What follows belongs to an exercise in optimizing a design on an open flow for small area and a short achievable clock period; a production flow would make more cautious choices. Function was checked by simulation only, so behaviour that the tests miss may differ from the original.

## flow/run.sh

```bash
#!/bin/bash
# Standard ORFS layout; only synthesis's abc mapping (flow/my_synth.tcl), the port
# buffer cell and the make settings in flow/extra differ. Tool output goes to logs here.
set -euo pipefail
W=$(pwd)
export MY_ABC_SCRIPT=$W/flow/abc_main.script
export MY_CONE_SCRIPT=$W/flow/abc_cone.script
export MY_NO_FA=1
EXTRA=()
if [[ -f $W/flow/extra ]]; then mapfile -t EXTRA < $W/flow/extra; fi
bash standard.sh SYNTH_SCRIPT=$W/flow/my_synth.tcl "${EXTRA[@]}" finish > $W/make_finish.log 2>&1
```

## flow/abc_cone.script

```
strash
dch -f
map -D 1200
topo
upsize -D 1200
dnsize -D 1200
```

## flow/abc_main.script

```
strash
dch
map -B 0.9
topo
stime -c
buffer -c
upsize -c
dnsize -c
```

## flow/extra

```
BUFFER_PORTS_ARGS=-buffer_cell sky130_fd_sc_hd__buf_1
SKIP_REPAIR_TIE_FANOUT=1
```

## flow/my_synth.tcl

```tcl
proc synth {args} { yosys synth -nofsm -noshare {*}$args }
# Same synthesis as synth_recipe.tcl, with a different abc script and delay target.
proc abc {args} {
  set out {}
  set skip 0
  foreach a $args {
    if { $skip } { set skip 0; continue }
    if { $a eq "-script" || $a eq "-D" } { set skip 1; continue }
    lappend out $a
  }
  if { [info exists ::env(MY_ABC_SCRIPT)] && $::env(MY_ABC_SCRIPT) ne "" } {
    lappend out -script $::env(MY_ABC_SCRIPT)
  } else {
    lappend out -script $::env(SCRIPTS_DIR)/abc_speed.script
  }
  if { [info exists ::env(MY_ABC_D)] && $::env(MY_ABC_D) ne "" } {
    lappend out -D $::env(MY_ABC_D)
  }
  if { [info exists ::env(MY_CONE_SCRIPT)] && $::env(MY_CONE_SCRIPT) ne "" } {
    # map the input cone of the U_leak registers first, with its own (tighter) script
    set cone {}
    foreach a $out { lappend cone $a }
    set i [lsearch $cone -script]
    set cone [lreplace $cone [expr {$i + 1}] [expr {$i + 1}] $::env(MY_CONE_SCRIPT)]
    yosys select -set ucone c:u_r* %ci*:-sky130_fd_sc_hd__dfxtp_1\[Q\]
    yosys select -list @ucone
    yosys abc {*}$cone @ucone
  }
  yosys abc {*}$out
}
if { [info exists ::env(MY_NO_FA)] && $::env(MY_NO_FA) eq "1" } {
  proc extract_fa {args} { puts "extract_fa skipped" }
}
source $::env(SCRIPTS_DIR)/synth.tcl
# left out here: clear keep_hierarchy, flatten, clean up, hide names made inside functions, write 1_2_yosys.v
```

## standard.sh

```bash
#!/bin/bash
# synth_recipe.tcl (not shown) runs the flow's synth.tcl, then flattens the netlist and writes it again
# the make line also repeats each setting of config.mk as NAME=value (left out here)
make -C /OpenROAD-flow-scripts/flow DESIGN_CONFIG=/design/flow/config.mk WORK_HOME=/design/flow/orfs CLKGATE_MAP_FILE= SYNTH_SCRIPT=/design/flow/synth_recipe.tcl "${@:-finish}"
```

## config.mk

```make
export PLATFORM = sky130hd
export DESIGN_NAME = LIFSIM
export DESIGN_NICKNAME = LIFSIM
export VERILOG_FILES = /design/flow/design.v
export SDC_FILE = /design/flow/constraint.sdc
export NUM_CORES = 4
export LEC_CHECK = 0
export CAP_MARGIN = 20
export CORE_MARGIN = 2
export CORE_UTILIZATION = 60
export SETUP_SLACK_MARGIN = 4.0
export SLEW_MARGIN = 20
```

## constraint.sdc

```tcl
create_clock -name core_clock -period 7.0 [get_ports {clk}]
set_input_delay 1.4000 -clock core_clock [delete_from_list [all_inputs] [get_ports {clk}]]
set_output_delay 1.4000 -clock core_clock [all_outputs]
set_load 0.01 [all_outputs]
```

## design.v

```verilog
module LIFSIM (
    input  wire        clk,
    input  wire        reset,
    input  wire [15:0] I_app,
    input  wire [15:0] I_fb,
    output wire [15:0] V_mem,
    output wire [15:0] V_out,
    output wire [15:0] U_leak,
    output wire [31:0] dU_dt,
    output wire [31:0] dV_dt
);
    reg [15:0] u_r;      
    reg [15:0] du_r;     
    reg [15:0] v_r;      
    reg [15:0] dv_r;     
    reg        fire_r;   
    reg        spk_r;    
    wire n1 = I_app[0] ^ I_fb[0];
    wire n2 = n1 ^ du_r[0];
    wire n3 = I_app[0] & I_fb[0];
    wire n4 = I_app[0] | I_fb[0];
    wire n5 = du_r[0] & n4;
    wire n6 = n3 | n5;
    wire n7 = I_app[1] ^ I_fb[1];
    wire n8 = n7 ^ du_r[1];
    wire n9 = I_app[1] & I_fb[1];
    wire n10 = I_app[1] | I_fb[1];
    wire n11 = du_r[1] & n10;
    wire n12 = n9 | n11;
    wire n13 = I_app[2] ^ I_fb[2];
    wire n14 = n13 ^ du_r[2];
    wire n15 = I_app[2] & I_fb[2];
    wire n16 = I_app[2] | I_fb[2];
    wire n17 = du_r[2] & n16;
    wire n18 = n15 | n17;
    wire n19 = I_app[3] ^ I_fb[3];
    wire n20 = n19 ^ du_r[3];
    wire n21 = I_app[3] & I_fb[3];
    wire n22 = I_app[3] | I_fb[3];
    wire n23 = du_r[3] & n22;
    wire n24 = n21 | n23;
    wire n25 = I_app[4] ^ I_fb[4];
    wire n26 = n25 ^ du_r[4];
    wire n27 = I_app[4] & I_fb[4];
    wire n28 = I_app[4] | I_fb[4];
    wire n29 = du_r[4] & n28;
    wire n30 = n27 | n29;
    wire n31 = I_app[5] ^ I_fb[5];
    wire n32 = n31 ^ du_r[5];
    wire n33 = I_app[5] & I_fb[5];
    wire n34 = I_app[5] | I_fb[5];
    wire n35 = du_r[5] & n34;
    wire n36 = n33 | n35;
    wire n37 = I_app[6] ^ I_fb[6];
    wire n38 = n37 ^ du_r[6];
    wire n39 = I_app[6] & I_fb[6];
    wire n40 = I_app[6] | I_fb[6];
    wire n41 = du_r[6] & n40;
    wire n42 = n39 | n41;
    wire n43 = I_app[7] ^ I_fb[7];
    wire n44 = n43 ^ du_r[7];
    wire n45 = I_app[7] & I_fb[7];
    wire n46 = I_app[7] | I_fb[7];
    wire n47 = du_r[7] & n46;
    wire n48 = n45 | n47;
    wire n49 = I_app[8] ^ I_fb[8];
    wire n50 = n49 ^ du_r[8];
    wire n51 = I_app[8] & I_fb[8];
    wire n52 = I_app[8] | I_fb[8];
    wire n53 = du_r[8] & n52;
    wire n54 = n51 | n53;
    wire n55 = I_app[9] ^ I_fb[9];
    wire n56 = n55 ^ du_r[9];
    wire n57 = I_app[9] & I_fb[9];
    wire n58 = I_app[9] | I_fb[9];
    wire n59 = du_r[9] & n58;
    wire n60 = n57 | n59;
    wire n61 = I_app[10] ^ I_fb[10];
    wire n62 = n61 ^ du_r[10];
    wire n63 = I_app[10] & I_fb[10];
    wire n64 = I_app[10] | I_fb[10];
    wire n65 = du_r[10] & n64;
    wire n66 = n63 | n65;
    wire n67 = I_app[11] ^ I_fb[11];
    wire n68 = n67 ^ du_r[11];
    wire n69 = I_app[11] & I_fb[11];
    wire n70 = I_app[11] | I_fb[11];
    wire n71 = du_r[11] & n70;
    wire n72 = n69 | n71;
    wire n73 = I_app[12] ^ I_fb[12];
    wire n74 = n73 ^ du_r[12];
    wire n75 = I_app[12] & I_fb[12];
    wire n76 = I_app[12] | I_fb[12];
    wire n77 = du_r[12] & n76;
    wire n78 = n75 | n77;
    wire n79 = I_app[13] ^ I_fb[13];
    wire n80 = n79 ^ du_r[13];
    wire n81 = I_app[13] & I_fb[13];
    wire n82 = I_app[13] | I_fb[13];
    wire n83 = du_r[13] & n82;
    wire n84 = n81 | n83;
    wire n85 = I_app[14] ^ I_fb[14];
    wire n86 = n85 ^ du_r[14];
    wire n87 = I_app[14] & I_fb[14];
    wire n88 = I_app[14] | I_fb[14];
    wire n89 = du_r[14] & n88;
    wire n90 = n87 | n89;
    wire n91 = I_app[15] ^ I_fb[15];
    wire n92 = n91 ^ du_r[15];
    wire n93 = I_app[15] & I_fb[15];
    wire n94 = I_app[15] | I_fb[15];
    wire n95 = du_r[15] & n94;
    wire n96 = n93 | n95;
    wire n97 = n8 ^ n6;
    wire n98 = n8 & n6;
    wire n99 = n14 ^ n12;
    wire n100 = n14 & n12;
    wire n101 = n20 ^ n18;
    wire n102 = n20 & n18;
    wire n103 = n26 ^ n24;
    wire n104 = n26 & n24;
    wire n105 = n32 ^ n30;
    wire n106 = n32 & n30;
    wire n107 = n38 ^ n36;
    wire n108 = n38 & n36;
    wire n109 = n44 ^ n42;
    wire n110 = n44 & n42;
    wire n111 = n50 ^ n48;
    wire n112 = n50 & n48;
    wire n113 = n56 ^ n54;
    wire n114 = n56 & n54;
    wire n115 = n62 ^ n60;
    wire n116 = n62 & n60;
    wire n117 = n68 ^ n66;
    wire n118 = n68 & n66;
    wire n119 = n74 ^ n72;
    wire n120 = n74 & n72;
    wire n121 = n80 ^ n78;
    wire n122 = n80 & n78;
    wire n123 = n86 ^ n84;
    wire n124 = n86 & n84;
    wire n125 = n92 ^ n90;
    wire n126 = n92 & n90;
    wire n127 = n97 & n2;
    wire n128 = n101 & n100;
    wire n129 = n102 | n128;
    wire n130 = n101 & n99;
    wire n131 = n105 & n104;
    wire n132 = n106 | n131;
    wire n133 = n105 & n103;
    wire n134 = n109 & n108;
    wire n135 = n110 | n134;
    wire n136 = n109 & n107;
    wire n137 = n113 & n112;
    wire n138 = n114 | n137;
    wire n139 = n113 & n111;
    wire n140 = n117 & n116;
    wire n141 = n118 | n140;
    wire n142 = n117 & n115;
    wire n143 = n121 & n120;
    wire n144 = n122 | n143;
    wire n145 = n121 & n119;
    wire n146 = n125 & n124;
    wire n147 = n126 | n146;
    wire n148 = n125 & n123;
    wire n149 = n130 & n98;
    wire n150 = n129 | n149;
    wire n151 = n130 & n127;
    wire n152 = n136 & n132;
    wire n153 = n135 | n152;
    wire n154 = n136 & n133;
    wire n155 = n142 & n138;
    wire n156 = n141 | n155;
    wire n157 = n142 & n139;
    wire n158 = n148 & n144;
    wire n159 = n147 | n158;
    wire n160 = n148 & n145;
    wire n161 = n154 & n150;
    wire n162 = n153 | n161;
    wire n163 = n154 & n151;
    wire n164 = n160 & n156;
    wire n165 = n159 | n164;
    wire n166 = n160 & n157;
    wire n167 = n166 & n162;
    wire n168 = n165 | n167;
    wire n169 = n166 & n163;
    wire n170 = n157 & n162;
    wire n171 = n156 | n170;
    wire n172 = n157 & n163;
    wire n173 = n133 & n150;
    wire n174 = n132 | n173;
    wire n175 = n133 & n151;
    wire n176 = n139 & n162;
    wire n177 = n138 | n176;
    wire n178 = n139 & n163;
    wire n179 = n145 & n171;
    wire n180 = n144 | n179;
    wire n181 = n145 & n172;
    wire n182 = n99 & n98;
    wire n183 = n100 | n182;
    wire n184 = n99 & n127;
    wire n185 = n103 & n150;
    wire n186 = n104 | n185;
    wire n187 = n103 & n151;
    wire n188 = n107 & n174;
    wire n189 = n108 | n188;
    wire n190 = n107 & n175;
    wire n191 = n111 & n162;
    wire n192 = n112 | n191;
    wire n193 = n111 & n163;
    wire n194 = n115 & n177;
    wire n195 = n116 | n194;
    wire n196 = n115 & n178;
    wire n197 = n119 & n171;
    wire n198 = n120 | n197;
    wire n199 = n119 & n172;
    wire n200 = n123 & n180;
    wire n201 = n124 | n200;
    wire n202 = n123 & n181;
    wire n203 = n99 ^ n98;
    wire n204 = n101 ^ n183;
    wire n205 = n103 ^ n150;
    wire n206 = n105 ^ n186;
    wire n207 = n107 ^ n174;
    wire n208 = n109 ^ n189;
    wire n209 = n111 ^ n162;
    wire n210 = n113 ^ n192;
    wire n211 = n115 ^ n177;
    wire n212 = n117 ^ n195;
    wire n213 = n119 ^ n171;
    wire n214 = n121 ^ n198;
    wire n215 = n123 ^ n180;
    wire n216 = n125 ^ n201;
    wire n217 = u_r[1] & u_r[0];
    wire n218 = u_r[1] & u_r[0];
    wire n219 = u_r[2] & n218;
    wire n220 = u_r[2] & u_r[1];
    wire n221 = u_r[4] & u_r[3];
    wire n222 = u_r[6] & u_r[5];
    wire n223 = u_r[8] & u_r[7];
    wire n224 = u_r[10] & u_r[9];
    wire n225 = u_r[12] & u_r[11];
    wire n226 = u_r[14] & u_r[13];
    wire n227 = u_r[3] & n219;
    wire n228 = u_r[3] & n220;
    wire n229 = n221 & n219;
    wire n230 = n221 & n220;
    wire n231 = u_r[7] & n222;
    wire n232 = n223 & n222;
    wire n233 = u_r[11] & n224;
    wire n234 = n225 & n224;
    wire n235 = u_r[15] & n226;
    wire n236 = u_r[5] & n229;
    wire n237 = u_r[5] & n230;
    wire n238 = n222 & n229;
    wire n239 = n222 & n230;
    wire n240 = n231 & n229;
    wire n241 = n231 & n230;
    wire n242 = n232 & n229;
    wire n243 = n232 & n230;
    wire n244 = u_r[13] & n234;
    wire n245 = n226 & n234;
    wire n246 = n235 & n234;
    wire n247 = u_r[9] & n242;
    wire n248 = u_r[9] & n243;
    wire n249 = n224 & n242;
    wire n250 = n224 & n243;
    wire n251 = n233 & n242;
    wire n252 = n233 & n243;
    wire n253 = n234 & n242;
    wire n254 = n234 & n243;
    wire n255 = n244 & n242;
    wire n256 = n244 & n243;
    wire n257 = n245 & n242;
    wire n258 = n245 & n243;
    wire n259 = n246 & n242;
    wire n260 = n246 & n243;
    wire n261 = u_r[1] ^ u_r[0];
    wire n262 = u_r[2] ^ n218;
    wire n263 = u_r[3] ^ n219;
    wire n264 = u_r[4] ^ n227;
    wire n265 = u_r[5] ^ n229;
    wire n266 = u_r[6] ^ n236;
    wire n267 = u_r[7] ^ n238;
    wire n268 = u_r[8] ^ n240;
    wire n269 = u_r[9] ^ n242;
    wire n270 = u_r[10] ^ n247;
    wire n271 = u_r[11] ^ n249;
    wire n272 = u_r[12] ^ n251;
    wire n273 = u_r[13] ^ n253;
    wire n274 = u_r[14] ^ n255;
    wire n275 = u_r[15] ^ n257;
    wire n276 = u_r[0] ^ dv_r[0];
    wire n277 = u_r[0] & dv_r[0];
    wire n278 = u_r[1] ^ dv_r[1];
    wire n279 = u_r[1] & dv_r[1];
    wire n280 = u_r[2] ^ dv_r[2];
    wire n281 = u_r[2] & dv_r[2];
    wire n282 = u_r[3] ^ dv_r[3];
    wire n283 = u_r[3] & dv_r[3];
    wire n284 = u_r[4] ^ dv_r[4];
    wire n285 = u_r[4] & dv_r[4];
    wire n286 = u_r[5] ^ dv_r[5];
    wire n287 = u_r[5] & dv_r[5];
    wire n288 = u_r[6] ^ dv_r[6];
    wire n289 = u_r[6] & dv_r[6];
    wire n290 = u_r[7] ^ dv_r[7];
    wire n291 = u_r[7] & dv_r[7];
    wire n292 = u_r[8] ^ dv_r[8];
    wire n293 = u_r[8] & dv_r[8];
    wire n294 = u_r[9] ^ dv_r[9];
    wire n295 = u_r[9] & dv_r[9];
    wire n296 = u_r[10] ^ dv_r[10];
    wire n297 = u_r[10] & dv_r[10];
    wire n298 = u_r[11] ^ dv_r[11];
    wire n299 = u_r[11] & dv_r[11];
    wire n300 = u_r[12] ^ dv_r[12];
    wire n301 = u_r[12] & dv_r[12];
    wire n302 = u_r[13] ^ dv_r[13];
    wire n303 = u_r[13] & dv_r[13];
    wire n304 = u_r[14] ^ dv_r[14];
    wire n305 = u_r[14] & dv_r[14];
    wire n306 = u_r[15] ^ dv_r[15];
    wire n307 = u_r[15] & dv_r[15];
    wire n308 = n278 & n277;
    wire n309 = n279 | n308;
    wire n310 = n278 & n276;
    wire n311 = n282 & n281;
    wire n312 = n283 | n311;
    wire n313 = n282 & n280;
    wire n314 = n286 & n285;
    wire n315 = n287 | n314;
    wire n316 = n286 & n284;
    wire n317 = n290 & n289;
    wire n318 = n291 | n317;
    wire n319 = n290 & n288;
    wire n320 = n294 & n293;
    wire n321 = n295 | n320;
    wire n322 = n294 & n292;
    wire n323 = n298 & n297;
    wire n324 = n299 | n323;
    wire n325 = n298 & n296;
    wire n326 = n302 & n301;
    wire n327 = n303 | n326;
    wire n328 = n302 & n300;
    wire n329 = n306 & n305;
    wire n330 = n307 | n329;
    wire n331 = n306 & n304;
    wire n332 = n280 & n309;
    wire n333 = n281 | n332;
    wire n334 = n280 & n310;
    wire n335 = n313 & n309;
    wire n336 = n312 | n335;
    wire n337 = n313 & n310;
    wire n338 = n288 & n315;
    wire n339 = n289 | n338;
    wire n340 = n288 & n316;
    wire n341 = n319 & n315;
    wire n342 = n318 | n341;
    wire n343 = n319 & n316;
    wire n344 = n296 & n321;
    wire n345 = n297 | n344;
    wire n346 = n296 & n322;
    wire n347 = n325 & n321;
    wire n348 = n324 | n347;
    wire n349 = n325 & n322;
    wire n350 = n304 & n327;
    wire n351 = n305 | n350;
    wire n352 = n304 & n328;
    wire n353 = n331 & n327;
    wire n354 = n330 | n353;
    wire n355 = n331 & n328;
    wire n356 = n284 & n336;
    wire n357 = n285 | n356;
    wire n358 = n284 & n337;
    wire n359 = n316 & n336;
    wire n360 = n315 | n359;
    wire n361 = n316 & n337;
    wire n362 = n340 & n336;
    wire n363 = n339 | n362;
    wire n364 = n340 & n337;
    wire n365 = n343 & n336;
    wire n366 = n342 | n365;
    wire n367 = n343 & n337;
    wire n368 = n300 & n348;
    wire n369 = n301 | n368;
    wire n370 = n300 & n349;
    wire n371 = n328 & n348;
    wire n372 = n327 | n371;
    wire n373 = n328 & n349;
    wire n374 = n352 & n348;
    wire n375 = n351 | n374;
    wire n376 = n352 & n349;
    wire n377 = n355 & n348;
    wire n378 = n354 | n377;
    wire n379 = n355 & n349;
    wire n380 = n292 & n366;
    wire n381 = n293 | n380;
    wire n382 = n292 & n367;
    wire n383 = n322 & n366;
    wire n384 = n321 | n383;
    wire n385 = n322 & n367;
    wire n386 = n346 & n366;
    wire n387 = n345 | n386;
    wire n388 = n346 & n367;
    wire n389 = n349 & n366;
    wire n390 = n348 | n389;
    wire n391 = n349 & n367;
    wire n392 = n370 & n366;
    wire n393 = n369 | n392;
    wire n394 = n370 & n367;
    wire n395 = n373 & n366;
    wire n396 = n372 | n395;
    wire n397 = n373 & n367;
    wire n398 = n376 & n366;
    wire n399 = n375 | n398;
    wire n400 = n376 & n367;
    wire n401 = n379 & n366;
    wire n402 = n378 | n401;
    wire n403 = n379 & n367;
    wire n404 = n278 ^ n277;
    wire n405 = n280 ^ n309;
    wire n406 = n282 ^ n333;
    wire n407 = n284 ^ n336;
    wire n408 = n286 ^ n357;
    wire n409 = n288 ^ n360;
    wire n410 = n290 ^ n363;
    wire n411 = n292 ^ n366;
    wire n412 = n294 ^ n381;
    wire n413 = n296 ^ n384;
    wire n414 = n298 ^ n387;
    wire n415 = n300 ^ n390;
    wire n416 = n302 ^ n393;
    wire n417 = n304 ^ n396;
    wire n418 = n306 ^ n399;
    wire [19:0] pp0;
    wire [15:0] pp0_m0 = 16'h5555;
    assign pp0[0] = pp0_m0[v_r[3:0]];
    wire [15:0] pp0_m1 = 16'h3333;
    assign pp0[1] = pp0_m1[v_r[3:0]];
    wire [15:0] pp0_m2 = 16'ha5a5;
    assign pp0[2] = pp0_m2[v_r[3:0]];
    wire [15:0] pp0_m3 = 16'hc639;
    assign pp0[3] = pp0_m3[v_r[3:0]];
    wire [15:0] pp0_m4 = 16'had6b;
    assign pp0[4] = pp0_m4[v_r[3:0]];
    wire [15:0] pp0_m5 = 16'h9ce7;
    assign pp0[5] = pp0_m5[v_r[3:0]];
    wire [15:0] pp0_m6 = 16'hd6b5;
    assign pp0[6] = pp0_m6[v_r[3:0]];
    wire [15:0] pp0_m7 = 16'he739;
    assign pp0[7] = pp0_m7[v_r[3:0]];
    wire [15:0] pp0_m8 = 16'had6b;
    assign pp0[8] = pp0_m8[v_r[3:0]];
    wire [15:0] pp0_m9 = 16'h9ce7;
    assign pp0[9] = pp0_m9[v_r[3:0]];
    wire [15:0] pp0_m10 = 16'hd6b5;
    assign pp0[10] = pp0_m10[v_r[3:0]];
    wire [15:0] pp0_m11 = 16'he739;
    assign pp0[11] = pp0_m11[v_r[3:0]];
    wire [15:0] pp0_m12 = 16'had6b;
    assign pp0[12] = pp0_m12[v_r[3:0]];
    wire [15:0] pp0_m13 = 16'h9ce7;
    assign pp0[13] = pp0_m13[v_r[3:0]];
    wire [15:0] pp0_m14 = 16'h7c1f;
    assign pp0[14] = pp0_m14[v_r[3:0]];
    wire [15:0] pp0_m15 = 16'h3ff;
    assign pp0[15] = pp0_m15[v_r[3:0]];
    wire [15:0] pp0_m16 = 16'haaaa;
    assign pp0[16] = pp0_m16[v_r[3:0]];
    wire [15:0] pp0_m17 = 16'hcccc;
    assign pp0[17] = pp0_m17[v_r[3:0]];
    wire [15:0] pp0_m18 = 16'hf0f0;
    assign pp0[18] = pp0_m18[v_r[3:0]];
    wire [15:0] pp0_m19 = 16'hff00;
    assign pp0[19] = pp0_m19[v_r[3:0]];
    wire [19:0] pp1;
    wire [15:0] pp1_m0 = 16'haaaa;
    assign pp1[0] = pp1_m0[v_r[7:4]];
    wire [15:0] pp1_m1 = 16'h6666;
    assign pp1[1] = pp1_m1[v_r[7:4]];
    wire [15:0] pp1_m2 = 16'hb4b4;
    assign pp1[2] = pp1_m2[v_r[7:4]];
    wire [15:0] pp1_m3 = 16'hc738;
    assign pp1[3] = pp1_m3[v_r[7:4]];
    wire [15:0] pp1_m4 = 16'had6a;
    assign pp1[4] = pp1_m4[v_r[7:4]];
    wire [15:0] pp1_m5 = 16'h9ce6;
    assign pp1[5] = pp1_m5[v_r[7:4]];
    wire [15:0] pp1_m6 = 16'hd6b4;
    assign pp1[6] = pp1_m6[v_r[7:4]];
    wire [15:0] pp1_m7 = 16'he738;
    assign pp1[7] = pp1_m7[v_r[7:4]];
    wire [15:0] pp1_m8 = 16'had6a;
    assign pp1[8] = pp1_m8[v_r[7:4]];
    wire [15:0] pp1_m9 = 16'h9ce6;
    assign pp1[9] = pp1_m9[v_r[7:4]];
    wire [15:0] pp1_m10 = 16'hd6b4;
    assign pp1[10] = pp1_m10[v_r[7:4]];
    wire [15:0] pp1_m11 = 16'he738;
    assign pp1[11] = pp1_m11[v_r[7:4]];
    wire [15:0] pp1_m12 = 16'had6a;
    assign pp1[12] = pp1_m12[v_r[7:4]];
    wire [15:0] pp1_m13 = 16'h9ce6;
    assign pp1[13] = pp1_m13[v_r[7:4]];
    wire [15:0] pp1_m14 = 16'h7c1e;
    assign pp1[14] = pp1_m14[v_r[7:4]];
    wire [15:0] pp1_m15 = 16'h3fe;
    assign pp1[15] = pp1_m15[v_r[7:4]];
    wire [15:0] pp1_m16 = 16'h5554;
    assign pp1[16] = pp1_m16[v_r[7:4]];
    wire [15:0] pp1_m17 = 16'h9998;
    assign pp1[17] = pp1_m17[v_r[7:4]];
    wire [15:0] pp1_m18 = 16'he1e0;
    assign pp1[18] = pp1_m18[v_r[7:4]];
    wire [15:0] pp1_m19 = 16'hfe00;
    assign pp1[19] = pp1_m19[v_r[7:4]];
    wire [19:0] pp2;
    wire [15:0] pp2_m0 = 16'haaaa;
    assign pp2[0] = pp2_m0[v_r[11:8]];
    wire [15:0] pp2_m1 = 16'h6666;
    assign pp2[1] = pp2_m1[v_r[11:8]];
    wire [15:0] pp2_m2 = 16'hb4b4;
    assign pp2[2] = pp2_m2[v_r[11:8]];
    wire [15:0] pp2_m3 = 16'hc738;
    assign pp2[3] = pp2_m3[v_r[11:8]];
    wire [15:0] pp2_m4 = 16'had6a;
    assign pp2[4] = pp2_m4[v_r[11:8]];
    wire [15:0] pp2_m5 = 16'h9ce6;
    assign pp2[5] = pp2_m5[v_r[11:8]];
    wire [15:0] pp2_m6 = 16'hd6b4;
    assign pp2[6] = pp2_m6[v_r[11:8]];
    wire [15:0] pp2_m7 = 16'he738;
    assign pp2[7] = pp2_m7[v_r[11:8]];
    wire [15:0] pp2_m8 = 16'had6a;
    assign pp2[8] = pp2_m8[v_r[11:8]];
    wire [15:0] pp2_m9 = 16'h9ce6;
    assign pp2[9] = pp2_m9[v_r[11:8]];
    wire [15:0] pp2_m10 = 16'hd6b4;
    assign pp2[10] = pp2_m10[v_r[11:8]];
    wire [15:0] pp2_m11 = 16'he738;
    assign pp2[11] = pp2_m11[v_r[11:8]];
    wire [15:0] pp2_m12 = 16'had6a;
    assign pp2[12] = pp2_m12[v_r[11:8]];
    wire [15:0] pp2_m13 = 16'h9ce6;
    assign pp2[13] = pp2_m13[v_r[11:8]];
    wire [15:0] pp2_m14 = 16'h7c1e;
    assign pp2[14] = pp2_m14[v_r[11:8]];
    wire [15:0] pp2_m15 = 16'h3fe;
    assign pp2[15] = pp2_m15[v_r[11:8]];
    wire [15:0] pp2_m16 = 16'h5554;
    assign pp2[16] = pp2_m16[v_r[11:8]];
    wire [15:0] pp2_m17 = 16'h9998;
    assign pp2[17] = pp2_m17[v_r[11:8]];
    wire [15:0] pp2_m18 = 16'he1e0;
    assign pp2[18] = pp2_m18[v_r[11:8]];
    wire [15:0] pp2_m19 = 16'hfe00;
    assign pp2[19] = pp2_m19[v_r[11:8]];
    wire [19:0] pp3;
    wire [15:0] pp3_m0 = 16'haaaa;
    assign pp3[0] = pp3_m0[v_r[15:12]];
    wire [15:0] pp3_m1 = 16'h6666;
    assign pp3[1] = pp3_m1[v_r[15:12]];
    wire [15:0] pp3_m2 = 16'hb4b4;
    assign pp3[2] = pp3_m2[v_r[15:12]];
    wire [15:0] pp3_m3 = 16'hc738;
    assign pp3[3] = pp3_m3[v_r[15:12]];
    wire [15:0] pp3_m4 = 16'had6a;
    assign pp3[4] = pp3_m4[v_r[15:12]];
    wire [15:0] pp3_m5 = 16'h9ce6;
    assign pp3[5] = pp3_m5[v_r[15:12]];
    wire [15:0] pp3_m6 = 16'hd6b4;
    assign pp3[6] = pp3_m6[v_r[15:12]];
    wire [15:0] pp3_m7 = 16'he738;
    assign pp3[7] = pp3_m7[v_r[15:12]];
    wire [15:0] pp3_m8 = 16'had6a;
    assign pp3[8] = pp3_m8[v_r[15:12]];
    wire [15:0] pp3_m9 = 16'h9ce6;
    assign pp3[9] = pp3_m9[v_r[15:12]];
    wire [15:0] pp3_m10 = 16'hd6b4;
    assign pp3[10] = pp3_m10[v_r[15:12]];
    wire [15:0] pp3_m11 = 16'he738;
    assign pp3[11] = pp3_m11[v_r[15:12]];
    wire [15:0] pp3_m12 = 16'had6a;
    assign pp3[12] = pp3_m12[v_r[15:12]];
    wire [15:0] pp3_m13 = 16'h9ce6;
    assign pp3[13] = pp3_m13[v_r[15:12]];
    wire [15:0] pp3_m14 = 16'h7c1e;
    assign pp3[14] = pp3_m14[v_r[15:12]];
    wire [15:0] pp3_m15 = 16'h3fe;
    assign pp3[15] = pp3_m15[v_r[15:12]];
    wire [15:0] pp3_m16 = 16'h5554;
    assign pp3[16] = pp3_m16[v_r[15:12]];
    wire [15:0] pp3_m17 = 16'h9998;
    assign pp3[17] = pp3_m17[v_r[15:12]];
    wire [15:0] pp3_m18 = 16'he1e0;
    assign pp3[18] = pp3_m18[v_r[15:12]];
    wire [15:0] pp3_m19 = 16'hfe00;
    assign pp3[19] = pp3_m19[v_r[15:12]];
    wire n419 = pp0[12] ^ pp1[8];
    wire n420 = pp0[12] & pp1[8];
    wire n421 = pp0[13] ^ pp1[9];
    wire n422 = n421 ^ pp2[5];
    wire n423 = pp0[13] & pp1[9];
    wire n424 = pp0[13] | pp1[9];
    wire n425 = pp2[5] & n424;
    wire n426 = n423 | n425;
    wire n427 = pp0[14] ^ pp1[10];
    wire n428 = n427 ^ pp2[6];
    wire n429 = pp0[14] & pp1[10];
    wire n430 = pp0[14] | pp1[10];
    wire n431 = pp2[6] & n430;
    wire n432 = n429 | n431;
    wire n433 = pp0[15] ^ pp1[11];
    wire n434 = n433 ^ pp2[7];
    wire n435 = pp0[15] & pp1[11];
    wire n436 = pp0[15] | pp1[11];
    wire n437 = pp2[7] & n436;
    wire n438 = n435 | n437;
    wire n439 = pp0[16] ^ pp1[12];
    wire n440 = n439 ^ pp2[8];
    wire n441 = pp0[16] & pp1[12];
    wire n442 = pp0[16] | pp1[12];
    wire n443 = pp2[8] & n442;
    wire n444 = n441 | n443;
    wire n445 = pp0[17] ^ pp1[13];
    wire n446 = n445 ^ pp2[9];
    wire n447 = pp0[17] & pp1[13];
    wire n448 = pp0[17] | pp1[13];
    wire n449 = pp2[9] & n448;
    wire n450 = n447 | n449;
    wire n451 = pp0[18] ^ pp1[14];
    wire n452 = n451 ^ pp2[10];
    wire n453 = pp0[18] & pp1[14];
    wire n454 = pp0[18] | pp1[14];
    wire n455 = pp2[10] & n454;
    wire n456 = n453 | n455;
    wire n457 = pp0[19] ^ pp1[15];
    wire n458 = n457 ^ pp2[11];
    wire n459 = pp0[19] & pp1[15];
    wire n460 = pp0[19] | pp1[15];
    wire n461 = pp2[11] & n460;
    wire n462 = n459 | n461;
    wire n463 = pp1[16] ^ pp2[12];
    wire n464 = pp1[16] & pp2[12];
    wire n465 = pp1[17] ^ pp2[13];
    wire n466 = pp1[17] & pp2[13];
    wire n467 = pp1[18] ^ pp2[14];
    wire n468 = pp1[18] & pp2[14];
    wire n469 = pp1[19] ^ pp2[15];
    wire n470 = pp1[19] & pp2[15];
    wire n471 = pp0[8] ^ pp1[4];
    wire n472 = pp0[8] & pp1[4];
    wire n473 = pp0[9] ^ pp1[5];
    wire n474 = n473 ^ pp2[1];
    wire n475 = pp0[9] & pp1[5];
    wire n476 = pp0[9] | pp1[5];
    wire n477 = pp2[1] & n476;
    wire n478 = n475 | n477;
    wire n479 = pp0[10] ^ pp1[6];
    wire n480 = n479 ^ pp2[2];
    wire n481 = pp0[10] & pp1[6];
    wire n482 = pp0[10] | pp1[6];
    wire n483 = pp2[2] & n482;
    wire n484 = n481 | n483;
    wire n485 = pp0[11] ^ pp1[7];
    wire n486 = n485 ^ pp2[3];
    wire n487 = pp0[11] & pp1[7];
    wire n488 = pp0[11] | pp1[7];
    wire n489 = pp2[3] & n488;
    wire n490 = n487 | n489;
    wire n491 = pp2[4] ^ pp3[0];
    wire n492 = n491 ^ n419;
    wire n493 = pp2[4] & pp3[0];
    wire n494 = pp2[4] | pp3[0];
    wire n495 = n419 & n494;
    wire n496 = n493 | n495;
    wire n497 = pp3[1] ^ n420;
    wire n498 = n497 ^ n422;
    wire n499 = pp3[1] & n420;
    wire n500 = pp3[1] | n420;
    wire n501 = n422 & n500;
    wire n502 = n499 | n501;
    wire n503 = pp3[2] ^ n426;
    wire n504 = n503 ^ n428;
    wire n505 = pp3[2] & n426;
    wire n506 = pp3[2] | n426;
    wire n507 = n428 & n506;
    wire n508 = n505 | n507;
    wire n509 = pp3[3] ^ n432;
    wire n510 = n509 ^ n434;
    wire n511 = pp3[3] & n432;
    wire n512 = pp3[3] | n432;
    wire n513 = n434 & n512;
    wire n514 = n511 | n513;
    wire n515 = pp3[4] ^ n438;
    wire n516 = n515 ^ n440;
    wire n517 = pp3[4] & n438;
    wire n518 = pp3[4] | n438;
    wire n519 = n440 & n518;
    wire n520 = n517 | n519;
    wire n521 = pp3[5] ^ n444;
    wire n522 = n521 ^ n446;
    wire n523 = pp3[5] & n444;
    wire n524 = pp3[5] | n444;
    wire n525 = n446 & n524;
    wire n526 = n523 | n525;
    wire n527 = pp3[6] ^ n450;
    wire n528 = n527 ^ n452;
    wire n529 = pp3[6] & n450;
    wire n530 = pp3[6] | n450;
    wire n531 = n452 & n530;
    wire n532 = n529 | n531;
    wire n533 = pp3[7] ^ n456;
    wire n534 = n533 ^ n458;
    wire n535 = pp3[7] & n456;
    wire n536 = pp3[7] | n456;
    wire n537 = n458 & n536;
    wire n538 = n535 | n537;
    wire n539 = pp3[8] ^ n462;
    wire n540 = n539 ^ n463;
    wire n541 = pp3[8] & n462;
    wire n542 = pp3[8] | n462;
    wire n543 = n463 & n542;
    wire n544 = n541 | n543;
    wire n545 = pp3[9] ^ n464;
    wire n546 = n545 ^ n465;
    wire n547 = pp3[9] & n464;
    wire n548 = pp3[9] | n464;
    wire n549 = n465 & n548;
    wire n550 = n547 | n549;
    wire n551 = pp3[10] ^ n466;
    wire n552 = n551 ^ n467;
    wire n553 = pp3[10] & n466;
    wire n554 = pp3[10] | n466;
    wire n555 = n467 & n554;
    wire n556 = n553 | n555;
    wire n557 = pp3[11] ^ n468;
    wire n558 = n557 ^ n469;
    wire n559 = pp3[11] & n468;
    wire n560 = pp3[11] | n468;
    wire n561 = n469 & n560;
    wire n562 = n559 | n561;
    wire n563 = pp2[16] ^ pp3[12];
    wire n564 = n563 ^ n470;
    wire n565 = pp2[16] & pp3[12];
    wire n566 = pp2[16] | pp3[12];
    wire n567 = n470 & n566;
    wire n568 = n565 | n567;
    wire n569 = pp2[17] ^ pp3[13];
    wire n570 = pp2[17] & pp3[13];
    wire n571 = pp2[18] ^ pp3[14];
    wire n572 = pp2[18] & pp3[14];
    wire n573 = pp2[19] ^ pp3[15];
    wire n574 = pp2[19] & pp3[15];
    wire n575 = pp0[4] ^ pp1[0];
    wire n576 = pp0[4] & pp1[0];
    wire n577 = pp0[5] ^ pp1[1];
    wire n578 = pp0[5] & pp1[1];
    wire n579 = pp0[6] ^ pp1[2];
    wire n580 = pp0[6] & pp1[2];
    wire n581 = pp0[7] ^ pp1[3];
    wire n582 = pp0[7] & pp1[3];
    wire n583 = pp2[0] ^ n471;
    wire n584 = pp2[0] & n471;
    wire n585 = n472 ^ n474;
    wire n586 = n472 & n474;
    wire n587 = n478 ^ n480;
    wire n588 = n478 & n480;
    wire n589 = n484 ^ n486;
    wire n590 = n484 & n486;
    wire n591 = n490 ^ n492;
    wire n592 = n490 & n492;
    wire n593 = n496 ^ n498;
    wire n594 = n496 & n498;
    wire n595 = n502 ^ n504;
    wire n596 = n502 & n504;
    wire n597 = n508 ^ n510;
    wire n598 = n508 & n510;
    wire n599 = n514 ^ n516;
    wire n600 = n514 & n516;
    wire n601 = n520 ^ n522;
    wire n602 = n520 & n522;
    wire n603 = n526 ^ n528;
    wire n604 = n526 & n528;
    wire n605 = n532 ^ n534;
    wire n606 = n532 & n534;
    wire n607 = n538 ^ n540;
    wire n608 = n538 & n540;
    wire n609 = n544 ^ n546;
    wire n610 = n544 & n546;
    wire n611 = n550 ^ n552;
    wire n612 = n550 & n552;
    wire n613 = n556 ^ n558;
    wire n614 = n556 & n558;
    wire n615 = n562 ^ n564;
    wire n616 = n562 & n564;
    wire n617 = n568 ^ n569;
    wire n618 = n568 & n569;
    wire n619 = n570 ^ n571;
    wire n620 = n570 & n571;
    wire n621 = n572 ^ n573;
    wire n622 = n572 & n573;
    wire n623 = pp3[16] ^ n574;
    wire n624 = pp3[16] & n574;
    wire n625 = pp0[1] & pp0[0];
    wire n626 = pp0[3] & pp0[2];
    wire n627 = n577 & n576;
    wire n628 = n578 | n627;
    wire n629 = n577 & n575;
    wire n630 = n581 & n580;
    wire n631 = n582 | n630;
    wire n632 = n581 & n579;
    wire n633 = n585 & n584;
    wire n634 = n586 | n633;
    wire n635 = n585 & n583;
    wire n636 = n589 & n588;
    wire n637 = n590 | n636;
    wire n638 = n589 & n587;
    wire n639 = n593 & n592;
    wire n640 = n594 | n639;
    wire n641 = n593 & n591;
    wire n642 = n597 & n596;
    wire n643 = n598 | n642;
    wire n644 = n597 & n595;
    wire n645 = n601 & n600;
    wire n646 = n602 | n645;
    wire n647 = n601 & n599;
    wire n648 = n605 & n604;
    wire n649 = n606 | n648;
    wire n650 = n605 & n603;
    wire n651 = n609 & n608;
    wire n652 = n610 | n651;
    wire n653 = n609 & n607;
    wire n654 = n613 & n612;
    wire n655 = n614 | n654;
    wire n656 = n613 & n611;
    wire n657 = n617 & n616;
    wire n658 = n618 | n657;
    wire n659 = n617 & n615;
    wire n660 = n621 & n620;
    wire n661 = n622 | n660;
    wire n662 = n621 & n619;
    wire n663 = pp3[17] & n624;
    wire n664 = pp3[17] & n623;
    wire n665 = pp3[19] & pp3[18];
    wire n666 = pp0[2] & n625;
    wire n667 = n626 & n625;
    wire n668 = n579 & n628;
    wire n669 = n580 | n668;
    wire n670 = n579 & n629;
    wire n671 = n632 & n628;
    wire n672 = n631 | n671;
    wire n673 = n632 & n629;
    wire n674 = n587 & n634;
    wire n675 = n588 | n674;
    wire n676 = n587 & n635;
    wire n677 = n638 & n634;
    wire n678 = n637 | n677;
    wire n679 = n638 & n635;
    wire n680 = n595 & n640;
    wire n681 = n596 | n680;
    wire n682 = n595 & n641;
    wire n683 = n644 & n640;
    wire n684 = n643 | n683;
    wire n685 = n644 & n641;
    wire n686 = n603 & n646;
    wire n687 = n604 | n686;
    wire n688 = n603 & n647;
    wire n689 = n650 & n646;
    wire n690 = n649 | n689;
    wire n691 = n650 & n647;
    wire n692 = n611 & n652;
    wire n693 = n612 | n692;
    wire n694 = n611 & n653;
    wire n695 = n656 & n652;
    wire n696 = n655 | n695;
    wire n697 = n656 & n653;
    wire n698 = n619 & n658;
    wire n699 = n620 | n698;
    wire n700 = n619 & n659;
    wire n701 = n662 & n658;
    wire n702 = n661 | n701;
    wire n703 = n662 & n659;
    wire n704 = pp3[18] & n663;
    wire n705 = pp3[18] & n664;
    wire n706 = n665 & n663;
    wire n707 = n665 & n664;
    wire n708 = n575 & n667;
    wire n709 = n629 & n667;
    wire n710 = n670 & n667;
    wire n711 = n673 & n667;
    wire n712 = n591 & n678;
    wire n713 = n592 | n712;
    wire n714 = n591 & n679;
    wire n715 = n641 & n678;
    wire n716 = n640 | n715;
    wire n717 = n641 & n679;
    wire n718 = n682 & n678;
    wire n719 = n681 | n718;
    wire n720 = n682 & n679;
    wire n721 = n685 & n678;
    wire n722 = n684 | n721;
    wire n723 = n685 & n679;
    wire n724 = n607 & n690;
    wire n725 = n608 | n724;
    wire n726 = n607 & n691;
    wire n727 = n653 & n690;
    wire n728 = n652 | n727;
    wire n729 = n653 & n691;
    wire n730 = n694 & n690;
    wire n731 = n693 | n730;
    wire n732 = n694 & n691;
    wire n733 = n697 & n690;
    wire n734 = n696 | n733;
    wire n735 = n697 & n691;
    wire n736 = n623 & n702;
    wire n737 = n624 | n736;
    wire n738 = n623 & n703;
    wire n739 = n664 & n702;
    wire n740 = n663 | n739;
    wire n741 = n664 & n703;
    wire n742 = n705 & n702;
    wire n743 = n704 | n742;
    wire n744 = n705 & n703;
    wire n745 = n707 & n702;
    wire n746 = n706 | n745;
    wire n747 = n707 & n703;
    wire n748 = n583 & n672;
    wire n749 = n584 | n748;
    wire n750 = n583 & n711;
    wire n751 = n635 & n672;
    wire n752 = n634 | n751;
    wire n753 = n635 & n711;
    wire n754 = n676 & n672;
    wire n755 = n675 | n754;
    wire n756 = n676 & n711;
    wire n757 = n679 & n672;
    wire n758 = n678 | n757;
    wire n759 = n679 & n711;
    wire n760 = n714 & n672;
    wire n761 = n713 | n760;
    wire n762 = n714 & n711;
    wire n763 = n717 & n672;
    wire n764 = n716 | n763;
    wire n765 = n717 & n711;
    wire n766 = n720 & n672;
    wire n767 = n719 | n766;
    wire n768 = n720 & n711;
    wire n769 = n723 & n672;
    wire n770 = n722 | n769;
    wire n771 = n723 & n711;
    wire n772 = n615 & n734;
    wire n773 = n616 | n772;
    wire n774 = n615 & n735;
    wire n775 = n659 & n734;
    wire n776 = n658 | n775;
    wire n777 = n659 & n735;
    wire n778 = n700 & n734;
    wire n779 = n699 | n778;
    wire n780 = n700 & n735;
    wire n781 = n703 & n734;
    wire n782 = n702 | n781;
    wire n783 = n703 & n735;
    wire n784 = n738 & n734;
    wire n785 = n737 | n784;
    wire n786 = n738 & n735;
    wire n787 = n741 & n734;
    wire n788 = n740 | n787;
    wire n789 = n741 & n735;
    wire n790 = n744 & n734;
    wire n791 = n743 | n790;
    wire n792 = n744 & n735;
    wire n793 = n747 & n734;
    wire n794 = n746 | n793;
    wire n795 = n747 & n735;
    wire n796 = n599 & n770;
    wire n797 = n600 | n796;
    wire n798 = n599 & n771;
    wire n799 = n647 & n770;
    wire n800 = n646 | n799;
    wire n801 = n647 & n771;
    wire n802 = n688 & n770;
    wire n803 = n687 | n802;
    wire n804 = n688 & n771;
    wire n805 = n691 & n770;
    wire n806 = n690 | n805;
    wire n807 = n691 & n771;
    wire n808 = n726 & n770;
    wire n809 = n725 | n808;
    wire n810 = n726 & n771;
    wire n811 = n729 & n770;
    wire n812 = n728 | n811;
    wire n813 = n729 & n771;
    wire n814 = n732 & n770;
    wire n815 = n731 | n814;
    wire n816 = n732 & n771;
    wire n817 = n735 & n770;
    wire n818 = n734 | n817;
    wire n819 = n735 & n771;
    wire n820 = n774 & n770;
    wire n821 = n773 | n820;
    wire n822 = n774 & n771;
    wire n823 = n777 & n770;
    wire n824 = n776 | n823;
    wire n825 = n777 & n771;
    wire n826 = n780 & n770;
    wire n827 = n779 | n826;
    wire n828 = n780 & n771;
    wire n829 = n783 & n770;
    wire n830 = n782 | n829;
    wire n831 = n783 & n771;
    wire n832 = n786 & n770;
    wire n833 = n785 | n832;
    wire n834 = n786 & n771;
    wire n835 = n789 & n770;
    wire n836 = n788 | n835;
    wire n837 = n789 & n771;
    wire n838 = n792 & n770;
    wire n839 = n791 | n838;
    wire n840 = n792 & n771;
    wire n841 = n795 & n770;
    wire n842 = n794 | n841;
    wire n843 = n795 & n771;
    wire n844 = n577 ^ n576;
    wire n845 = n579 ^ n628;
    wire n846 = n581 ^ n669;
    wire n847 = n583 ^ n672;
    wire n848 = n585 ^ n749;
    wire n849 = n587 ^ n752;
    wire n850 = n589 ^ n755;
    wire n851 = n591 ^ n758;
    wire n852 = n593 ^ n761;
    wire n853 = n595 ^ n764;
    wire n854 = n597 ^ n767;
    wire n855 = n599 ^ n770;
    wire n856 = n601 ^ n797;
    wire n857 = n603 ^ n800;
    wire n858 = n605 ^ n803;
    wire n859 = n607 ^ n806;
    wire n860 = n609 ^ n809;
    wire n861 = n611 ^ n812;
    wire n862 = n613 ^ n815;
    wire n863 = n615 ^ n818;
    wire n864 = n617 ^ n821;
    wire n865 = n619 ^ n824;
    wire n866 = n621 ^ n827;
    wire n867 = n623 ^ n830;
    wire n868 = pp3[17] ^ n833;
    wire n869 = pp3[18] ^ n836;
    wire n870 = pp3[19] ^ n839;
    wire [15:0] u_n  = {n216, n215, n214, n213, n212, n211, n210, n209, n208, n207, n206, n205, n204, n203, n97, n2};
    wire [15:0] du_n = {n259, n275, n274, n273, n272, n271, n270, n269, n268, n267, n266, n265, n264, n263, n262, n261};
    wire [15:0] v_n  = {n418, n417, n416, n415, n414, n413, n412, n411, n410, n409, n408, n407, n406, n405, n404, n276};
    wire [15:0] dv_n = {n870, n869, n868, n867, n866, n865, n864, n863, n862, n861, n860, n859, n858, n857, n856, n855};
    always @(posedge clk) begin
        if (reset) begin
            u_r    <= 16'd0;
            du_r   <= 16'd0;
            v_r    <= 16'd0;
            dv_r   <= 16'd0;
            fire_r <= 1'b0;
            spk_r  <= 1'b0;
        end else begin
            u_r    <= u_n;
            du_r   <= du_n;
            fire_r <= $signed(v_r) >= 16'sd3277;
            spk_r  <= fire_r;
            if (fire_r) begin
                v_r  <= 16'd0;
                dv_r <= 16'd0;
            end else begin
                v_r  <= v_n;
                dv_r <= dv_n;
            end
        end
    end
    assign V_mem  = v_r;
    assign V_out  = {15'd0, spk_r};
    assign U_leak = u_r;
    assign dU_dt  = {16'd0, du_r};
    assign dV_dt  = {16'd0, dv_r};
endmodule
```

==> results of run 1 <==
metal layers:
layer,vias to the layer above,track usage [%],part of all wire [%]
met2,190,47.9,47
met3,32,3.97,5.2
met5,-,0,0
met4,0,11.2,3.2
met1,3545,33.9,45
li1,4412,-,-
cell type report:
class / instances / area [sq um]
Multi-Input combinational cell: 1050 / 5080
Fill cell: 1241 / 4080
Sequential cell: 66 / 1350
Inverter: 178 / 671
Timing Repair Buffer: 101 / 393
Clock buffer: 9 / 225
Tap cell: 168 / 210
Clock inverter: 7 / 93.8
cells in the mapped netlist, types with 5 or more instances:
master      n  area share (%)
nor2_4      6            0.90
o21bai_1    6            0.60
xor2_1      5            0.58
nand2_1   441              22
clkinv_1   32             1.6
nand4_1    19             1.6
inv_1     114             5.7
nand3_1   138             9.2
a21oi_2    10             1.2
buf_4      52             5.2
clkbuf_1    6            0.30
nand3_2    19             2.5
nor3b_1     8            0.80
a21oi_1    69             4.6
o21ai_0    51             3.4
dfxtp_1    66              18
o211ai_1    6            0.60
nand3b_1    5            0.50
xnor2_1     5            0.58
inv_2      32             1.6
nor2_1    140             7.0
buf_2       5            0.33
nor3_1     11            0.73
nand2_2    39             3.2
nand2_4     6            0.90
o21ai_1    12            0.80
nor2_2     16             1.3
repair_timing:
action	in CTS	in global routing
gates resized for setup	2	30
pin swaps	0	1
setup endpoints to repair	14	20
hold endpoints to repair	0	0
setup buffers	0	1
sequential cells by signal, summed over array words and instances (netlist names):
name and cells:
spk_r 1, u_r 16, fire_r 1, v_r 16, du_r 16, dv_r 16
tightest hold or removal path: stages (launching register included):
cell,delay (ns)
dfxtp_1,0.31
inv_1,0.05
nor2_1,0.03
cell families after synthesis:
group | count (synthesis)
AO/OA/AOI/OAI | 178
buffers and inverters | 245
flip-flops | 66
AND/OR/NAND/NOR | 861
other | 1
XOR/XNOR | 10
worst max-delay path by stage:
| stage | slack, ns | to | depth (start not counted) | start |
|---|---|---|---|---|
| 6_report | 4.22 | u_r[14]$_SDFF_PP0_ | 11 | I_app[9] |
| 4_1_cts | 4.02 | dv_r[11]$_SDFF_PP0_ | 20 | v_r[1]$_SDFF_PP0_ |
| 5_1_grt | 3.99 | dv_r[11]$_SDFF_PP0_ | 18 | v_r[2]$_SDFF_PP0_ |
| 3_5_place_dp | 3.84 | u_r[11]$_SDFF_PP0_ | 12 | I_app[0] |
| 2_1_floorplan | 4.20 | u_r[11]$_SDFF_PP0_ | 12 | I_fb[3] |
| 3_3_place_gp | 3.89 | u_r[11]$_SDFF_PP0_ | 12 | I_app[0] |
cell usage in the layout (no fill, tap or decap), types with 3 or more instances in the layout:
| cell | n |
|---|---|
| xor2_1 | 5 |
| nand4_1 | 19 |
| o211ai_1 | 6 |
| buf_1 | 96 |
| o21ai_1 | 12 |
| nor2_4 | 7 |
| nand2_4 | 7 |
| clkinv_1 | 32 |
| nor2_1 | 138 |
| or2_2 | 3 |
| inv_1 | 114 |
| nand2_1 | 441 |
| o21ai_0 | 51 |
| buf_4 | 3 |
| dfxtp_1 | 50 |
| nand3_1 | 138 |
| a21oi_1 | 67 |
| nor3_1 | 10 |
| a21o_1 | 4 |
| dfxtp_2 | 11 |
| nand3_2 | 19 |
| nand3b_1 | 5 |
| inv_2 | 31 |
| nor2_2 | 17 |
| nor3b_1 | 8 |
| clkbuf_16 | 9 |
| nand2_2 | 38 |
| or2_1 | 3 |
| a21boi_0 | 3 |
| o21bai_1 | 6 |
| dfxtp_4 | 5 |
| a21oi_2 | 12 |
| xnor2_1 | 5 |
stage by stage:
stage / util [%] / instances / instance area [sq um] / hold WS [ns]
after detailed placement: 63.0 / 1562 / 7630 / 0.419
after CTS: 65.7 / 1578 / 7960 / 0.429
after global placement: 63.0 / 1562 / 7630 / 0.417
final: 66.3 / 1579 / 8030 / 0.428
after global routing: 66.3 / 1579 / 8030 / 0.451
after floorplan: - / 1361 / 7520 / 0.403
==> flow_summary.json, run 1 <==
{
  "async_reset_ff_share_pct": 0,
  "synth_top_family_by_area": "simple AND/OR/NAND/NOR gates",
  "rr_startpoint": "v_r[2]$_SDFF_PP0_",
  "synth_nets": 1395,
  "post_synth_fa_ha_maj_area_fraction_pct": 0,
  "pre_cts_ws_ns": 3.84,
  "maxSlewViolCount": 0,
  "synth_ff_type": "dfxtp_1",
  "r2r-end": "dv_r[11]$_SDFF_PP0_",
  "max_clock_freq_mhz": 360,
  "cts_max_level": 3,
  "num_io_pins": 146,
  "worstHoldPathType": "flop to flop",
  "critPathTopFamily": "compound AO/OA/AOI/OAI gates",
  "synth-edff-count": 0,
  "postCtsHoldBufs": 0,
  "finalSetupViolations": 0,
  "initial_core_util_pct": 62.1,
  "path_buf_inv": 1,
  "status": "complete, no violations",
  "wl_per_cell_um": 11.8,
  "hold_start": "fire_r$_SDFF_PP0_",
  "area_growth_pct": 6.72,
  "grt_max_degree": 48,
  "timing.final.crit_period_ns": 2.78,
  "critPathCaptureType": "flop",
  "cap_violations": 0,
  "relSlewSlack_pct": 63.9,
  "synth_compound_area_share_pct": 14.0,
  "cts_tree": "built",
  "rsz0062_at_grt": "yes",
  "crit_type": "input port to flop",
  "fp-row-count": 40,
  "crit_top_cell": "a21oi_2",
  "cts_buffers": 9,
  "coreArea_sq_mm": 0.0121,
  "vias_per_cell": 5.18,
  "cp_cell_sequence": "buf_1 > nand2_1 > a21oi_2 > nand2_1 > a21o_1 > a21oi_2 > o211ai_2 > a21oi_2 > o21bai_1 > o21ai_0 > nor2_1",
  "crit_required_ns": 7.22,
  "vias": 8179,
  "ys_seq_area_share_pct": 17.6,
  "worstPathArrival_ns": 2.99,
  "r2r_cells": 18,
  "cts.sinks": 66,
  "ys_ff_latch": 66,
  "fin_setup_tns_ns": 0,
  "cp_max_fo": 4,
  "reg2reg_slack_ns": 4.28,
  "hold_end": "spk_r$_SDFF_PP0_",
  "syn_area_sq_mm": 0.00752,
  "cts-root-buf": "clkbuf_16",
  "remaining_drc_errors": 0,
  "drive_above_1_share_pct": 13.0,
  "syn_avg_cell_area_sq_um": 5.53,
  "antenna_found_initial": 0,
  "die_area_sq_mm": 0.0135,
  "clk_pin_slew_ns": 0.06,
  "crit_path_start_kind": "input port",
  "drt_iter0_markers": 436,
  "timing.final.ws_setup_ns": 4.22,
  "cpMaxStageDelayCell": "a21oi_2",
  "cts.path.max_buffers": 2,
  "grt_pass1_wl_mm": 29.9,
  "fin_crit_sh_pct": 39.7,
  "insertedDiodeCount": 0,
  "yosys_warnings": 1,
  "synth-xor-area-share_pct": 1.16,
  "synth_mux_area_share_pct": 0,
  "die_y_um": 116,
  "wirelength_mm": 18.6,
  "die_w_um": 116,
  "grt_pass1_vias": 6856,
  "gr-usage-all-layers_pct": 27.4,
  "fin_nets": 1440,
  "tightestPinTransition_ns": 0.537,
  "post_synth_and_or_nand_nor_area_fraction_pct": 52.0,
  "grt_overflow": 0,
  "drt-pass1-iter-count": 5,
  "hold_depth": 2,
  "synth.distinct_cells": 52,
  "max_stage_delay_ns": 0.22,
  "clk_latency_ns": 0.33,
  "port_buffers": 98,
  "ant_nets": 0,
  "place_hpwl_mm": 15.0,
  "gp_congestion": 0.948,
  "synthCells": 1361,
  "finClkSkew_ns": 0.00649,
  "hold_violations": 0
}
==> run 2: changes to the inputs <==
==> flow/abc_main.script (replaced) <==
strash
dch -f
map -B 0.9
topo
stime -c
buffer -c
upsize -c
dnsize -c
==> run 2 against run 1 <==
  * Via count about the same
  * Worst hold slack about the same
  * Sequential cell count did not move
  * Clock-buffer cell count increased by 3
  * Routed wire length up 1.3%
  * First-iteration DRC count increased by 32%
  * Global-route usage grew 2.1 points
  * Maximum frequency shrank 1.8%
  * Critical endpoint is now u_r[11]$_SDFF_PP0_
==> flow_summary.json, run 2 <==
{
  "synthTopCellsByArea": "nand2_1, dfxtp_1, nand3_1",
  "cts_max_level": 3,
  "status": "complete, no violations",
  "critPathCaptureType": "flop",
  "cts_tree": "built",
  "cp_max_fo": 8,
  "cts.path.max_buffers": 2,
  "synth-edff-count": 0,
  "cts-root-buf": "clkbuf_16",
  "grt_pass1_wl_mm": 31.3,
  "async_reset_ff_share_pct": 0,
  "synth.top_cell.area_share_pct": 23.5,
  "reg2reg_slack_ns": 4.27,
  "relSlewSlack_pct": 60.6,
  "clk_latency_ns": 0.34,
  "worstHoldPathType": "flop to flop",
  "max_clock_freq_mhz": 353,
  "yosysMostFrequentCell": "nand2_1",
  "antenna_found_initial": 0,
  "synth_nets": 1360,
  "ys_ff_latch": 66,
  "fin_setup_tns_ns": 0,
  "mostFrequentLayoutCell": "nand2_1",
  "synth_top_family_by_area": "simple AND/OR/NAND/NOR gates",
  "grt_pass1_vias": 6896,
  "synth_compound_area_share_pct": 14.3,
  "post_synth_fa_ha_maj_area_fraction_pct": 0,
  "fp-row-count": 39,
  "finalSetupViolations": 0,
  "rsz0062_at_grt": "no",
  "die_y_um": 113,
  "yosys_warnings": 1,
  "r2r-end": "dv_r[8]$_SDFF_PP0_",
  "gr-usage-all-layers_pct": 29.5,
  "vias": 8186,
  "insertedDiodeCount": 0,
  "area_growth_pct": 6.94,
  "cts.sinks": 66,
  "die_area_sq_mm": 0.0129,
  "drt-pass1-iter-count": 5,
  "synth_commonest_cells": "nand2_1, nor2_1, nand3_1",
  "post_cts_buffers": 0,
  "rr_startpoint": "v_r[12]$_SDFF_PP0_",
  "startpoint": "I_app[7]",
  "syn_avg_cell_area_sq_um": 5.41,
  "post_synth_and_or_nand_nor_area_fraction_pct": 51.1,
  "wl_per_cell_um": 12.4,
  "grt_max_degree": 48,
  "utilization_pct": 66.4,
  "coreArea_sq_mm": 0.0116,
  "place_hpwl_mm": 15.2,
  "drt_iter0_markers": 577,
  "timing.final.crit_period_ns": 2.83,
  "timing.final.ws_setup_ns": 4.17,
  "crit_path_start_kind": "input port",
  "synthCells": 1326,
  "worstPathArrival_ns": 3.06,
  "drive_above_1_share_pct": 9.22,
  "grt_overflow": 0,
  "synth_largest_area_cell": "nand2_1",
  "port_buffers": 98,
  "r2r_cells": 18,
  "ys_seq_area_share_pct": 18.4,
  "synth.distinct_cells": 50,
  "tightestPinTransition_ns": 0.592,
  "synth_mux_area_share_pct": 0,
  "crit_end": "u_r[11]$_SDFF_PP0_",
  "num_io_pins": 146,
  "clk_pin_slew_ns": 0.06,
  "crit_type": "input port to flop",
  "cap_violations": 0,
  "gp_congestion": 0.918,
  "whs_ns": 0.429,
  "final_cell_mix": "nand2_1, nor2_1, nand3_1, inv_1, buf_1",
  "fillCellCount": 1185,
  "cts_buffers": 9,
  "synth_ff_type": "dfxtp_1",
  "maxSlewViolCount": 0,
  "seqCellArea_sq_mm": 0.00135,
  "crit_required_ns": 7.23,
  "ant_nets": 0,
  "postCtsHoldBufs": 0,
  "synth-xor-area-share_pct": 1.34,
  "fin_nets": 1407,
  "finClkSkew_ns": 0.0113,
  "multi_input_area_sq_mm": 0.00484,
  "fin_crit_sh_pct": 40.4,
  "remaining_drc_errors": 0,
  "initial_core_util_pct": 62.1,
  "wirelength_mm": 18.9,
  "hold_violations": 0,
  "die_w_um": 113,
  "syn_area_sq_mm": 0.00718,
  "vias_per_cell": 5.38,
  "pre_cts_ws_ns": 3.79
}
[run 2: changes by cell type after synthesis, sizes merged, moves of 6 or more]
cell / delta
nand3: -20
inv: -12
nand2: -12
nor3: +7
o21ai: +7
a21oi: -6
[run 2: repair_timing]
item,CTS,global route
endpoints found under the hold margin,0,0
setup endpoints to repair,2,28
pin swaps,0,0
resized for setup,1,37
[run 2: final cells by class]
type / count / area share [%]
clock inverters: 4 / 0.652
inverters: 164 / 8.02
clock buffers: 12 / 3.34
well taps: 143 / 2.33
multi-input cells: 1032 / 63.1
flip-flops and latches: 66 / 17.6
repair buffers: 100 / 5.00
[run 2: kinds of logic after synthesis]
family                 after synthesis
buffers and inverters              228
XOR/XNOR                            11
AND/OR/NAND/NOR                    842
other                                1
AO/OA/AOI/OAI                      178
flip-flops                          66
[run 2: worst max-delay path, cell delays in order]
cell	delay [ns]
buf_1	0.25
a21o_1	0.19
o211ai_1	0.08
nand3_1	0.10
nand2_1	0.09
nor2_1	0.14
nand4_2	0.18
nand2_2	0.13
nand3_1	0.11
a21boi_2	0.18
o21ai_0	0.09
nand2_1	0.07
nor2_1	0.05
[run 2: worst min path at each step]
stage                       from                to  slack (ns)  cells after the start
6_report       fire_r$_SDFF_PP0_  spk_r$_SDFF_PP0_        0.43                      2
5_1_grt        fire_r$_SDFF_PP0_  spk_r$_SDFF_PP0_        0.46                      2
4_1_cts        fire_r$_SDFF_PP0_  spk_r$_SDFF_PP0_        0.43                      2
3_5_place_dp   fire_r$_SDFF_PP0_  spk_r$_SDFF_PP0_        0.42                      2
3_3_place_gp   fire_r$_SDFF_PP0_  spk_r$_SDFF_PP0_        0.42                      2
2_1_floorplan  fire_r$_SDFF_PP0_  spk_r$_SDFF_PP0_        0.40                      2
[run 2: per-layer routing]
layer  routed length (um)  vias to the layer above  track usage (%)
met5                    0                        -                0
met4                  282                        0             7.56
li1                     -                     4314                -
met3                 1210                       24             4.73
met1                 8950                     3616             40.8
met2                 8410                      232             48.3
[run 2: metrics by stage]
stage / instances / cell area, sq um
floorplan: 1326 / 7180
global placement: 1505 / 7290
detailed placement: 1505 / 7290
CTS: 1521 / 7600
global route: 1521 / 7680
finish: 1521 / 7680
==> run 3: changes to the inputs <==
--- a/config.mk
+++ b/config.mk
@@ -10,3 +10,3 @@
 export CORE_UTILIZATION = 60
-export SETUP_SLACK_MARGIN = 4.0
+export SETUP_SLACK_MARGIN = 4.2
 export SLEW_MARGIN = 20
==> run 3 against run 2 <==
  * Via count is 1.8% higher
  * Global-route usage is essentially flat
  * Still clean on timing, DRC and antenna
==> flow_summary.json, run 3 <==
{
  "die_area_sq_mm": 0.0129,
  "hold_violations": 0,
  "pre_cts_ws_ns": 3.79,
  "fillCellCount": 1115,
  "num_io_pins": 146,
  "critPathCaptureType": "flop",
  "ys_seq_area_share_pct": 18.4,
  "fp-row-count": 39,
  "timing.final.crit_period_ns": 2.77,
  "seqCellArea_sq_mm": 0.00138,
  "ys_ff_latch": 66,
  "cap_violations": 0,
  "cts.sinks": 66,
  "mostFrequentLayoutCell": "nand2_1",
  "cts-root-buf": "clkbuf_16",
  "syn_area_sq_mm": 0.00718,
  "drt-pass1-iter-count": 6,
  "vias_per_cell": 5.43,
  "grt_pass1_wl_mm": 31.3,
  "yosys_warnings": 1,
  "r2r-end": "dv_r[9]$_SDFF_PP0_",
  "multi_input_area_sq_mm": 0.00522,
  "ant_nets": 0,
  "cts_tree": "built",
  "final_cell_mix": "nand2_1, nor2_1, nand3_1, inv_1, buf_1",
  "synth-edff-count": 0,
  "cpMaxStageDelayCell": "a21oi_2",
  "coreArea_sq_mm": 0.0116,
  "hold_start": "fire_r$_SDFF_PP0_",
  "worstHoldPathType": "flop to flop",
  "cp_max_fo": 3,
  "fin_crit_sh_pct": 39.6,
  "cts.path.max_buffers": 2,
  "max_stage_delay_ns": 0.24,
  "max_clock_freq_mhz": 361,
  "timing.final.ws_setup_ns": 4.23,
  "rsz0062_at_grt": "yes",
  "synth.top_cell.area_share_pct": 23.5,
  "placedInstanceArea_sq_mm": 0.00729,
  "critPathTopFamily": "compound AO/OA/AOI/OAI gates",
  "synth_commonest_cells": "nand2_1, nor2_1, nand3_1",
  "gp_congestion": 0.918,
  "vias": 8331,
  "area_growth_pct": 14.1,
  "synth.distinct_cells": 50,
  "finClkSkew_ns": 0.00943,
  "hold_end": "spk_r$_SDFF_PP0_",
  "wirelength_mm": 20.0,
  "synth_ff_type": "dfxtp_1",
  "synthCells": 1326,
  "clk_pin_slew_ns": 0.06,
  "place_hpwl_mm": 15.2,
  "remaining_drc_errors": 0,
  "whs_ns": 0.430,
  "stdcell_area_sq_mm": 0.00819,
  "cts_max_level": 3,
  "synth_largest_area_cell": "nand2_1",
  "status": "complete, no violations",
  "reg2reg_slack_ns": 4.40,
  "crit_type": "input port to flop",
  "cts_buffers": 9,
  "synthTopCellsByArea": "nand2_1, dfxtp_1, nand3_1",
  "finalSetupViolations": 0,
  "grt_overflow": 0,
  "postCtsHoldBufs": 0,
  "drive_above_1_share_pct": 16.0,
  "die_y_um": 113,
  "yosysMostFrequentCell": "nand2_1"
}
run 3: cell counts after synthesis:
No cell type changed its count.
run 3: timing repair:
| item | CTS | global route |
|---|---|---|
| pin swaps | 2 | 31 |
| resized for setup | 19 | 148 |
| buffers inserted | 0 | 11 |
| endpoints found under the setup margin | 19 | 34 |
| cloned | 0 | 1 |
run 3: cell type report:
type	count	area share [%]
clock buffers	12	3.13
flip-flops and latches	66	16.8
clock inverters	4	0.611
repair buffers	111	5.88
well taps	143	2.18
multi-input cells	1033	63.8
inverters	164	7.65
run 3: kinds of logic (layout without fill, tap and decap cells):
family / Yosys count / after routing / synth area share [%]
other cells: 1 / 1 / 0.0522
flops: 66 / 66 / 18.4
buf+inv: 228 / 291 / 14.8
xor+xnor: 11 / 11 / 1.34
compound gates: 178 / 178 / 14.3
simple gates: 842 / 843 / 51.1
run 3: routing by layer:
| layer | global-route usage, % | vias to the layer above | wire length [um] |
|---|---|---|---|
| li1 | - | 4350 | - |
| met4 | 7.40 | 0 | 337 |
| met3 | 5.05 | 33 | 1300 |
| met5 | 0 | - | 0 |
| met2 | 48.3 | 255 | 9190 |
| met1 | 40.8 | 3693 | 9160 |
run 3: worst min-delay path, cell delays in order (launching register included):
cell and delay, ns:
dfxtp_1 0.31, inv_1 0.05, nor2_1 0.03
run 3: metrics by stage:
stage / util, % / cells
after floorplan: - / 1326
after global placement: 63.1 / 1505
after detailed placement: 63.1 / 1505
after CTS: 66.0 / 1521
after global routing: 70.9 / 1533
final: 70.9 / 1533
run 3: how the worst max path moves through the flow:
stage / start / end / slack (ns) / depth (start not counted)
6_report: I_app[1] / u_r[11]$_SDFF_PP0_ / 4.23 / 12
3_5_place_dp: I_fb[1] / u_r[11]$_SDFF_PP0_ / 3.79 / 13
2_1_floorplan: I_fb[3] / u_r[11]$_SDFF_PP0_ / 4.20 / 12
5_1_grt: I_app[1] / u_r[11]$_SDFF_PP0_ / 4.10 / 12
4_1_cts: v_r[13]$_SDFF_PP0_ / dv_r[8]$_SDFF_PP0_ / 4.21 / 18
3_3_place_gp: I_fb[1] / u_r[11]$_SDFF_PP0_ / 3.81 / 13

[static timing again, ports no longer ideal]
How much do the figures lean on ideal ports? The routed layouts below were timed once more, with nothing changed but the port constraints. Step 1, drivers: a clkbuf_16 drives clk and a buf_2 each remaining input, both assumed. Step 2 also shifts input and output timing later by t, the mid clock arrival at the registers, as if the neighbouring blocks saw the same clock. Slacks: no drivers / after step 1 / after step 2; pairs: no drivers / after step 1.
run	t, ns	setup WS [ns]	worst setup path at the end	worst slew at a driven data input, ns
run 1	0.363	4.223 / 4.237 / 3.874	input to register	0.03
run 2	0.376	4.171 / 4.171 / 3.795	input to register	0.05
run 3	0.374	4.226 / 4.231 / 3.856	input to register	0.05
After both steps setup and hold are still met in every run listed. For run 2, which loses most, drivers alone change the setup slack by 0.000 ns; drivers and shift together by -0.376 ns.
